Context: an optimization exercise on an open-source flow, tuned for small area and a short achievable clock period. The choices shown serve that exercise and are no tape-out recipe. No functional check of the RTL was part of any run shown here.

## flow/design.v (module list and top-level ports; edited modules follow where they fit)
// module Vedic: 24 lines
// module mul32: 5494 lines
// module fa1: 4 lines
// module ha1: 4 lines
// module hai1: 4 lines
module Vedic(
  input             clk,
  input             rst,
  input      [31:0] A_5,
  input      [31:0] B_5,
  output reg [63:0] Q_REG
);
  // ...
==> flow/run.sh <==
#!/bin/bash
# synth_recipe.tcl (not shown) runs the flow's synth.tcl, then flattens the netlist and writes it again
# the make line also repeats each setting of config.mk as NAME=value (left out here)
make -C /OpenROAD-flow-scripts/flow DESIGN_CONFIG=/design/flow/config.mk WORK_HOME=/design/flow/orfs CLKGATE_MAP_FILE= SYNTH_SCRIPT=/design/flow/synth_recipe.tcl finish
==> flow/config.mk <==
export PLATFORM = sky130hd
export DESIGN_NAME = Vedic
export DESIGN_NICKNAME = Vedic
export VERILOG_FILES = /design/flow/design.v
export SDC_FILE = /design/flow/constraint.sdc
export NUM_CORES = 4
export LEC_CHECK = 0
export CAP_MARGIN = 20
export CORE_MARGIN = 2
export CORE_UTILIZATION = 40
export SLEW_MARGIN = 20
export SYNTH_HIERARCHICAL = 1
export SYNTH_MINIMUM_KEEP_SIZE = 0
==> flow/constraint.sdc <==
create_clock -name core_clock -period 14.0 [get_ports {clk}]
set_input_delay 2.8000 -clock core_clock [delete_from_list [all_inputs] [get_ports {clk}]]
set_output_delay 2.8000 -clock core_clock [all_outputs]
set_load 0.01 [all_outputs]
==> parameters.txt, run 1 <==
Parameter                              Value

Final layout
  Number of flip-flops and latches    128
  Filler instances    6737
  Buffer count excluding the clock tree in the final layout    182
  Non-clock inverter instance count of the final layout    approximately 140
  Multi-input combinational area share    77.6%
  Final net count    between 3k and 4k
  Comb_multi_in    about 2.3k

Logic synthesis
  Fraction of the yosys area taken by sequential cells    10.9%
  Post-synth ARST share    100%
  Summed instance area of the synthesized netlist    29400 µm²
  Share of the synthesized area in compound gates (AO/OA/AOI/OAI)    2.77%
  Count of warnings emitted by yosys    7

Drt
  Routed length on met3    roughly 12000 µm
  Routed vias    21.8k
  Met2 WL    46000 µm
  Routed length per placed instance    26.4 µm

Setup path
  Crit-path max cell delay    1.11 ns
  Count of cells along the worst register-to-register path    17

Placement
  Number of input and output port buffers inserted    129
  Routability Congestion    0.924

Timing
  Period minus WS final    about 8.1 ns
  Worst hold slack    0.874 ns
  Total negative setup slack    0 ns
  Slew of the pin with the lowest slew margin    between 1 and 1.5 ns

Clocking
  Maximum number of buffers from clock root to sink    2
  Number of clock sinks    about 130
  Latest clock arrival within the worst-skew pair    ~0.5 ns
  Number of buffers created by CTS    17
  TritonCTS clock tree    yes

Run status
  Outcome    complete, no violations

Global route
  Met2 layer usage reported by global route    43.1%

Die
  Starting utilization of the core area    40.4%

Min path
  Min-delay worst type    flop to flop
==> run 2, diff against run 1 <==
==> flow/flow/run.sh (new file) <==
#!/bin/bash
# Standard ORFS layout (the standard.sh), with the resizer's setup
# repair aiming at a slack margin of 7 ns below the 14 ns clock.
set -euo pipefail
bash standard.sh SETUP_SLACK_MARGIN=7 finish > make_finish.log 2>&1
==> flow/standard.sh (new file) <==
#!/bin/bash
# synth_recipe.tcl (not shown) runs the flow's synth.tcl, then flattens the netlist and writes it again
# the make line also repeats each setting of config.mk as NAME=value (left out here)
make -C /OpenROAD-flow-scripts/flow DESIGN_CONFIG=/design/flow/config.mk WORK_HOME=/design/flow/orfs CLKGATE_MAP_FILE= SYNTH_SCRIPT=/design/flow/synth_recipe.tcl "${@:-finish}"
removed: flow/run.sh
==> parameters.txt, run 2 <==
Parameter                              Value

Die
  Die Span Y    275 µm
  Starting utilization of the core area    40.4% (unchanged)
  Number of ports placed on the die boundary    130
  Std-Cell Core Area    72800 µm²
  Row cnt    99
  Total die area    approximately 76000 µm²
  Die X    approximately 280 µm

Logic synthesis
  Summed instance area of the synthesized netlist    29400 µm² (unchanged)
  Number of distinct library cell variants in the gate-level netlist after synthesis    59
  Syn Inst Count    2758
  Top cell type's share of synthesized area    approximately three fifths
  Number of flops mapped to enable cells by yosys    0
  Synth Area per Inst    10.7 µm²
  Fraction of the yosys area taken by sequential cells    10.9% (unchanged)
  Top-count cell post-synth    sky130_fd_sc_hd__nand2_1
  Count of warnings emitted by yosys    7 (unchanged)
  Most frequent cells after synthesis    sky130_fd_sc_hd__nand2_1, sky130_fd_sc_hd__fa_1, sky130_fd_sc_hd__clkbuf_1
  Total nets after synthesis    3821
  Most area-hungry cell type in the Yosys netlist    sky130_fd_sc_hd__fa_1
  Prevailing post-synth register cell    sky130_fd_sc_hd__dfrtp_1
  Post-synthesis sequential element count    128
  Top cells by area in the synthesized netlist    sky130_fd_sc_hd__fa_1, sky130_fd_sc_hd__nand2_1, sky130_fd_sc_hd__dfrtp_1
  Post-synth ARST share    100% (unchanged)

Clocking
  TritonCTS clock tree    yes
  Number of clock sinks    128 (unchanged)
  Clock-pin slew on the worst setup and hold paths    0.08 ns
  Cell at the root of the clock tree    sky130_fd_sc_hd__clkbuf_16
  Latest clock arrival within the worst-skew pair    0.51 ns (about the same)
  Number of buffers created by CTS    17 (unchanged)
  Hold buffers post-CTS    0
  Number of levels in the clock H-tree    4
  Maximum number of buffers from clock root to sink    2 (unchanged)

Placement
  HPWL after detailed placement    66200 µm
  Number of input and output port buffers inserted    129 (unchanged)
  Routability Congestion    0.924 (unchanged)

Min path
  Min-delay worst type    flop to flop
  Hold wc startpoint    B_5_reg[0]$_DFF_PN0_

Final layout
  Post-layout utilization of the core    49.1%
  Fraction of layout cells with a size suffix above 1    13.7%
  Area growth from synthesis to layout    21.7%
  Leading cell type in the layout, fill and taps excluded    sky130_fd_sc_hd__nand2_1
  Final net count    4031 (+5.3%)
  Commonest cells after routing, fill and taps aside    sky130_fd_sc_hd__nand2_1, sky130_fd_sc_hd__fa_1, sky130_fd_sc_hd__inv_1
  Filler instances    6350 (-5.7%)
  Number of flip-flops under the largest register name    64

Setup path
  Slowest CP cell    sky130_fd_sc_hd__fa_1
  Data required, critical path    around 14 ns
  Crit path max-delay family    adder cells
  FF-to-FF setup slack    around 7.0 ns
  WP data arrival    7.43 ns
  Launch point of the worst path    B_5_reg[3]$_DFF_PN0_
  Worst setup SP type    flop
  Worst Path Class, Setup    flop to flop
  Critical Path, Cell by Cell    buf_12 > nand2_1 > fa_1 > fa_1 > fa_1 > fa_1 > fa_1 > fa_1 > fa_1 > ha_4 > a21o_1 > a211o_1 > o221ai_2 > nand3_4 > buf_4 > o21ai_2 > a21boi_2 > a31o_2 > a21oi_1 > xor2_1
  Cell repeated most along the worst path    sky130_fd_sc_hd__fa_1
  Worst reg2reg path startpoint    B_5_reg[3]$_DFF_PN0_
  Worst-path fanout max    16
  Number of buffers and inverters on the critical path    2
  Capturing element type of the critical path    flop
  Crit-path max cell delay    0.63 ns (-0.48 ns)

Global route
  Total global-route track usage    between 20% and 30%
  Pin count of the biggest net entering global routing    57
  First-pass GRT wire length    155000 µm
  Number of antenna violations at the first check in global routing    5
  Number of global-route vias before repair    about 26k
  GR Overflow Total    0

Run status
  Outcome    complete, no violations

Run
  Max-cap viol count    0

Timing
  Period minus WS final    6.99 ns (-1.11 ns)
  Slew of the pin with the lowest slew margin    0.746 ns (-0.376 ns)
  Final clock skew    around 0.027 ns
  Unrepaired setup endpoints after global routing    false
  Final hold violation count    0
  Post-route clock period utilization    50.0%
  Total negative setup slack    0 ns (unchanged)
  Final slew viol count    0
  Remaining max-slew budget at the tightest pin    49.7%
  Fmax achieved    roughly 0.14 GHz
  Setup-violating endpoint count in the final report    0
  Worst hold slack    0.850 ns (-0.0249 ns)

Drt
  Routed length per placed instance    29.7 µm (+13%)
  Routed vias    23.9k (+9.9%)
  Count of antenna-violating nets left after detailed routing    0
  Remaining DRCs    0
  Total Wirelength    117000 µm
  Post-DR vias/cell    6.07
  Initial DRC Count    around 3.1k
  First drt pass iteration count    8
[run 2: cell type report]
cell class              count  area [µm²]  area share [%]
flip-flops and latches    128        3310            9.25
diodes                      1        2.50         0.00699
inverters                 141         529            1.48
repair buffers            385        5030            14.0
clock buffers              19         443            1.24
clock inverters            13         128           0.357
well taps                 959        1200            3.35
multi-input cells        2295       25100            70.3
[run 2: cells by family (layout without fill, tap and decap cells)]
| group | after synthesis | after routing | synth area share [%] |
|---|---|---|---|
| and+or+nand+nor | 1136 | 1136 | 15.1 |
| adders and majority gates | 997 | 997 | 65.5 |
| buffers and inverters | 335 | 558 | 4.32 |
| DFF | 128 | 128 | 10.9 |
| AOI/OAI and AO/OA | 117 | 117 | 2.77 |
| xor gates and xnor gates | 45 | 45 | 1.37 |
| other | 0 | 1 | 0 |
[run 2: final timing paths]
kind / end / depth (start not counted)
max reg2reg: Q_REG[52]$_DFF_PN0_ / 20
max in group asynchronous: B_5_reg[17]$_DFF_PN0_ / 3
min in group asynchronous: A_5_reg[6]$_DFF_PN0_ / 1
min reg2reg: Q_REG[0]$_DFF_PN0_ / 2
min: Q_REG[0]$_DFF_PN0_ / 2
max: Q_REG[52]$_DFF_PN0_ / 20
[run 2: worst register-to-register path: stages (launching register included)]
cell and delay [ns]:
sky130_fd_sc_hd__dfrtp_2 0.44, sky130_fd_sc_hd__buf_12 0.21, sky130_fd_sc_hd__nand2_1 0.13, sky130_fd_sc_hd__fa_1 0.56, sky130_fd_sc_hd__fa_1 0.47, sky130_fd_sc_hd__fa_1 0.59, sky130_fd_sc_hd__fa_1 0.47, sky130_fd_sc_hd__fa_1 0.41
sky130_fd_sc_hd__fa_1 0.47, sky130_fd_sc_hd__fa_1 0.63, sky130_fd_sc_hd__ha_4 0.26, sky130_fd_sc_hd__a21o_1 0.18, sky130_fd_sc_hd__a211o_1 0.30, sky130_fd_sc_hd__o221ai_2 0.21, sky130_fd_sc_hd__nand3_4 0.28, sky130_fd_sc_hd__buf_4 0.25
sky130_fd_sc_hd__o21ai_2 0.31, sky130_fd_sc_hd__a21boi_2 0.15, sky130_fd_sc_hd__a31o_2 0.28, sky130_fd_sc_hd__a21oi_1 0.17, sky130_fd_sc_hd__xor2_1 0.17
[run 2: per-layer routing]
layer  global-route usage (%)  share of wire [%]  routed length [µm]  up-vias
li1                         -                  -                   -     8736
met1                     35.0                 34               39600    12200
met2                     43.7                 43               50800     2367
met3                     9.32                 15               18000      615
met4                     14.7                7.4                8710        2
met5                        0              0.013                  15        -
[run 2: stage by stage]
stage | instances | area (µm²) | worst slack, ns
2_1_floorplan | 2758 | 29400 | 7.68
3_3_place_gp | 3705 | 31600 | 6.08
3_5_place_dp | 3705 | 31600 | 6.12
4_1_cts | 3781 | 33200 | 6.99
5_1_grt | 3940 | 35800 | 6.94
6_report | 3941 | 35800 | 7.01
[run 2: what timing repair did]
action / in CTS / in global routing
setup buffers: 44 / 114
resized for setup: 121 / 160
setup endpoints to repair: 31 / 26
pin swaps: 4 / 15
gates cloned: 0 / 45
[run 2: Yosys stat by module (local to each module, per instance)]
module / times used / cell area [µm²] / flip-flops and latches
fa1: 899 / 20.0 / 0
mul32: 1 / 7350 / 0
hai1: 31 / 27.5 / 0
Vedic: 1 / 3200 / 128
==> run 3, diff against run 2 <==
==> flow/flow/run.sh (replaced) <==
#!/bin/bash
# Standard ORFS layout (the standard.sh), with the resizer's setup
# repair aiming at a slack margin of 8 ns below the 14 ns clock.
set -euo pipefail
bash standard.sh SETUP_SLACK_MARGIN=8 finish > make_finish.log 2>&1
==> parameters.txt, run 3 <==
Parameter                              Value

Global route
  Total global-route track usage    32.0% (+3.9 points)
  Number of global-route vias before repair    27.0k (+5.7%)
  Pin count of the biggest net entering global routing    52 (-8.8%)
  First-pass GRT wire length    173000 µm (+11%)
  Number of antenna violations at the first check in global routing    9 (+4)
  GR Overflow Total    0 (unchanged)

Placement
  HPWL after detailed placement    66500 µm (+0.45%)
  Post-placement cell count    3716 (+0.30%)
  Number of input and output port buffers inserted    129 (unchanged)
  Routability Congestion    0.873 (-5.6%)

Setup path
  Capturing element type of the critical path    flop
  Worst setup SP type    flop
  Worst-path fanout max    14 (-2)
  Worst Path Class, Setup    flop to flop
  Data required, critical path    14.39 ns (-0.05 ns)
  WP data arrival    7.22 ns (-0.21 ns)

Logic synthesis
  Summed instance area of the synthesized netlist    29400 µm² (unchanged)
  Synth Area per Inst    10.7 µm² (unchanged)
  Total nets after synthesis    3821 (unchanged)
  Number of flops mapped to enable cells by yosys    0 (unchanged)
  Number of distinct library cell variants in the gate-level netlist after synthesis    59 (unchanged)
  Prevailing post-synth register cell    sky130_fd_sc_hd__dfrtp_1
  Post-synthesis sequential element count    128 (unchanged)
  Count of warnings emitted by yosys    7 (unchanged)
  Top cells by area in the synthesized netlist    sky130_fd_sc_hd__fa_1, sky130_fd_sc_hd__nand2_1, sky130_fd_sc_hd__dfrtp_1
  Top-count cell post-synth    sky130_fd_sc_hd__nand2_1
  Most frequent cells after synthesis    sky130_fd_sc_hd__nand2_1, sky130_fd_sc_hd__fa_1, sky130_fd_sc_hd__clkbuf_1
  Most area-hungry cell type in the Yosys netlist    sky130_fd_sc_hd__fa_1
  Top cell type's share of synthesized area    61.6% (unchanged)
  Syn Inst Count    2758 (unchanged)
  Fraction of the yosys area taken by sequential cells    10.9% (unchanged)
  Post-synth ARST share    100% (unchanged)

Drt
  Routed length per placed instance    29.3 µm (-1.6%)
  Met2 WL    51500 µm (+1.5%)
  Remaining DRCs    0 (unchanged)
  Initial DRC Count    3242 (+4.5%)
  Routed vias    24.4k (+1.9%)
  Count of antenna-violating nets left after detailed routing    0 (unchanged)
  Routed length on met3    17100 µm (-5.2%)
  Total Wirelength    118000 µm (+1.1%)
  M1 WL    39200 µm (-1.0%)
  Highest metal layer with signal wires    met5
  Post-DR vias/cell    6.03 (-0.72%)
  First drt pass iteration count    7 (-1)

Final layout
  Area growth from synthesis to layout    28.7%
  Final net count    4134 (+2.6%)
  Number of flip-flops under the largest register name    64 (unchanged)
  Register Area    3290 µm² (-0.53%)
  Fraction of layout cells with a size suffix above 1    20.4% (+6.7 points)
  Filler instances    6129 (-3.5%)
  Post-route non-filler standard cell count    4046 (+2.7%)
  Combined area of the multi-input logic cells    25900 µm² (+3.2%)
  Leading cell type in the layout, fill and taps excluded    sky130_fd_sc_hd__nand2_1
  Commonest cells after routing, fill and taps aside    sky130_fd_sc_hd__nand2_1, sky130_fd_sc_hd__fa_1, sky130_fd_sc_hd__buf_4

Clocking
  Clock-pin slew on the worst setup and hold paths    0.08 ns (about the same)
  Number of levels in the clock H-tree    4 (unchanged)
  Cell at the root of the clock tree    sky130_fd_sc_hd__clkbuf_16
  TritonCTS clock tree    yes
  Number of clock sinks    128 (unchanged)
  Latest clock arrival within the worst-skew pair    0.52 ns (about the same)
  Maximum number of buffers from clock root to sink    2 (unchanged)
  Number of buffers created by CTS    17 (unchanged)

Timing
  Worst hold slack    0.830 ns (-0.0194 ns)
  Final slew viol count    0 (unchanged)
  Setup-violating endpoint count in the final report    0 (unchanged)
  Slew of the pin with the lowest slew margin    0.813 ns (+0.0667 ns)
  Unrepaired setup endpoints after global routing    true
  Remaining max-slew budget at the tightest pin    45.8% (-3.9 points)
  Fmax achieved    0.146 GHz (+2.4%)
  Final clock skew    0.0267 ns (+0.0000191 ns)
  Final hold violation count    0 (unchanged)
  Total negative setup slack    0 ns (unchanged)
  Post-route clock period utilization    48.8% (-1.2 points)
  Period minus WS final    6.83 ns (-0.167 ns)

Die
  Starting utilization of the core area    40.4% (unchanged)
  Total die area    75700 µm² (unchanged)
  Std-Cell Core Area    72800 µm² (unchanged)
  Number of ports placed on the die boundary    130 (unchanged)
  Die Span Y    275 µm (unchanged)
  Die X    275 µm (unchanged)
  Row cnt    99 (unchanged)

Run
  Max-cap viol count    0 (unchanged)

Min path
  Min-delay worst type    flop to flop

Run status
  Outcome    complete, no violations
run 3: cell counts after synthesis:
No cell type changed its count.
run 3: path summary, 6_finish.rpt:
path / cells after the start / slack, ns / start / endpoint
max in group asynchronous: 2 / 10.63 / rst / A_5_reg[17]$_DFF_PN0_
min in group asynchronous: 1 / 2.16 / rst / Q_REG[9]$_DFF_PN0_
setup / recovery: 20 / 7.17 / B_5_reg[14]$_DFF_PN0_ / Q_REG[37]$_DFF_PN0_
hold / removal: 2 / 0.83 / B_5_reg[0]$_DFF_PN0_ / Q_REG[0]$_DFF_PN0_
setup reg to reg: 20 / 7.17 / B_5_reg[14]$_DFF_PN0_ / Q_REG[37]$_DFF_PN0_
hold reg to reg: 2 / 0.83 / B_5_reg[0]$_DFF_PN0_ / Q_REG[0]$_DFF_PN0_
run 3: timing repair:
action                                  in CTS  in global routing
pin swaps                                   62                 76
resized for setup                          328                137
gates cloned                                41                  3
endpoints found under the setup margin      41                 40
hold buffers                                 0                  0
buffers inserted                           197                 54
run 3: cells by family after synthesis:
group,Yosys count,share of synthesized area (%)
XOR/XNOR,45,1.37
flip-flops,128,10.9
buffers and inverters,335,4.32
AND/OR/NAND/NOR,1136,15.1
AO/OA/AOI/OAI,117,2.77
adder cells (fa/ha/maj),997,65.5
run 3: area by class of cell:
class	instances	area share (%)
Tap cell	959	3.17
Timing Repair Buffer	488	16.6
Clock inverter	12	0.423
Inverter	141	1.40
Multi-Input combinational cell	2295	68.6
Antenna cell	3	0.0198
Sequential cell	128	8.70
Clock buffer	20	1.15
run 3: metrics by stage:
| stage | util (%) | setup WS (ns) | area, µm² |
|---|---|---|---|
| after floorplan | - | 7.93 | 29800 |
| after global placement | 43.6 | 6.12 | 31700 |
| after detailed placement | 43.6 | 6.04 | 31700 |
| after CTS | 50.5 | 7.30 | 36800 |
| after global routing | 51.9 | 7.10 | 37800 |
| final | 52.0 | 7.17 | 37800 |
run 3: worst max-delay path, cell delays in order, from the launching register on:
cell	delay [ns]
sky130_fd_sc_hd__dfrtp_2	0.42
sky130_fd_sc_hd__buf_12	0.19
sky130_fd_sc_hd__nand2_1	0.10
sky130_fd_sc_hd__fa_1	0.47
sky130_fd_sc_hd__fa_1	0.52
sky130_fd_sc_hd__fa_2	0.65
sky130_fd_sc_hd__fa_1	0.47
sky130_fd_sc_hd__fa_2	0.38
sky130_fd_sc_hd__fa_1	0.49
sky130_fd_sc_hd__fa_2	0.66
sky130_fd_sc_hd__ha_4	0.24
sky130_fd_sc_hd__a21o_4	0.24
sky130_fd_sc_hd__a211o_1	0.27
sky130_fd_sc_hd__o221ai_4	0.19
sky130_fd_sc_hd__nand3_4	0.10
sky130_fd_sc_hd__buf_12	0.17
sky130_fd_sc_hd__o21a_1	0.19
sky130_fd_sc_hd__o21a_4	0.24
sky130_fd_sc_hd__o21ba_4	0.20
sky130_fd_sc_hd__or3_4	0.33
sky130_fd_sc_hd__xnor2_2	0.13
run 3: metal layers:
metal	up-vias	GRT usage, %
met5	-	0.689
met4	10	22.6
met3	668	14.2
met2	2222	47.5
met1	12500	37.0
li1	8959	-
run 3: Yosys stat by module, one instance, submodules excluded:
module	cells inside	area, µm²
Vedic	128	3200
mul32	1576	7350
hai1	5	27.5
fa1	1	20.0

what the ideal ports hide:
The flow's constraints put no driver on any port. The routed layouts listed below were extracted and timed again, unchanged, in two steps.
Step 1 sets driving cells, clkbuf_16 on the clock port and buf_2 on the other inputs (assumed; they add their load-dependent delay and slew).
Step 2 times the ports against the registers' clock, not the clock port: input delays grow and output delays shrink by t, the midpoint of the rising clock arrivals with the driver on.
Slacks: no drivers / after step 1 / after step 2; pairs: no drivers / after step 1.
| run | t, ns | slack for setup (ns) | hold slack, ns |
|---|---|---|---|
| run 1 | 0.555 | 5.895 / 5.895 / 5.895 | 0.874 / 0.874 / 0.874 |
| run 2 | 0.561 | 7.007 / 7.007 / 7.007 | 0.850 / 0.850 / 0.850 |
| run 3 | 0.570 | 7.174 / 7.174 / 7.174 | 0.830 / 0.830 / 0.830 |
After both steps every run listed still meets setup and hold.
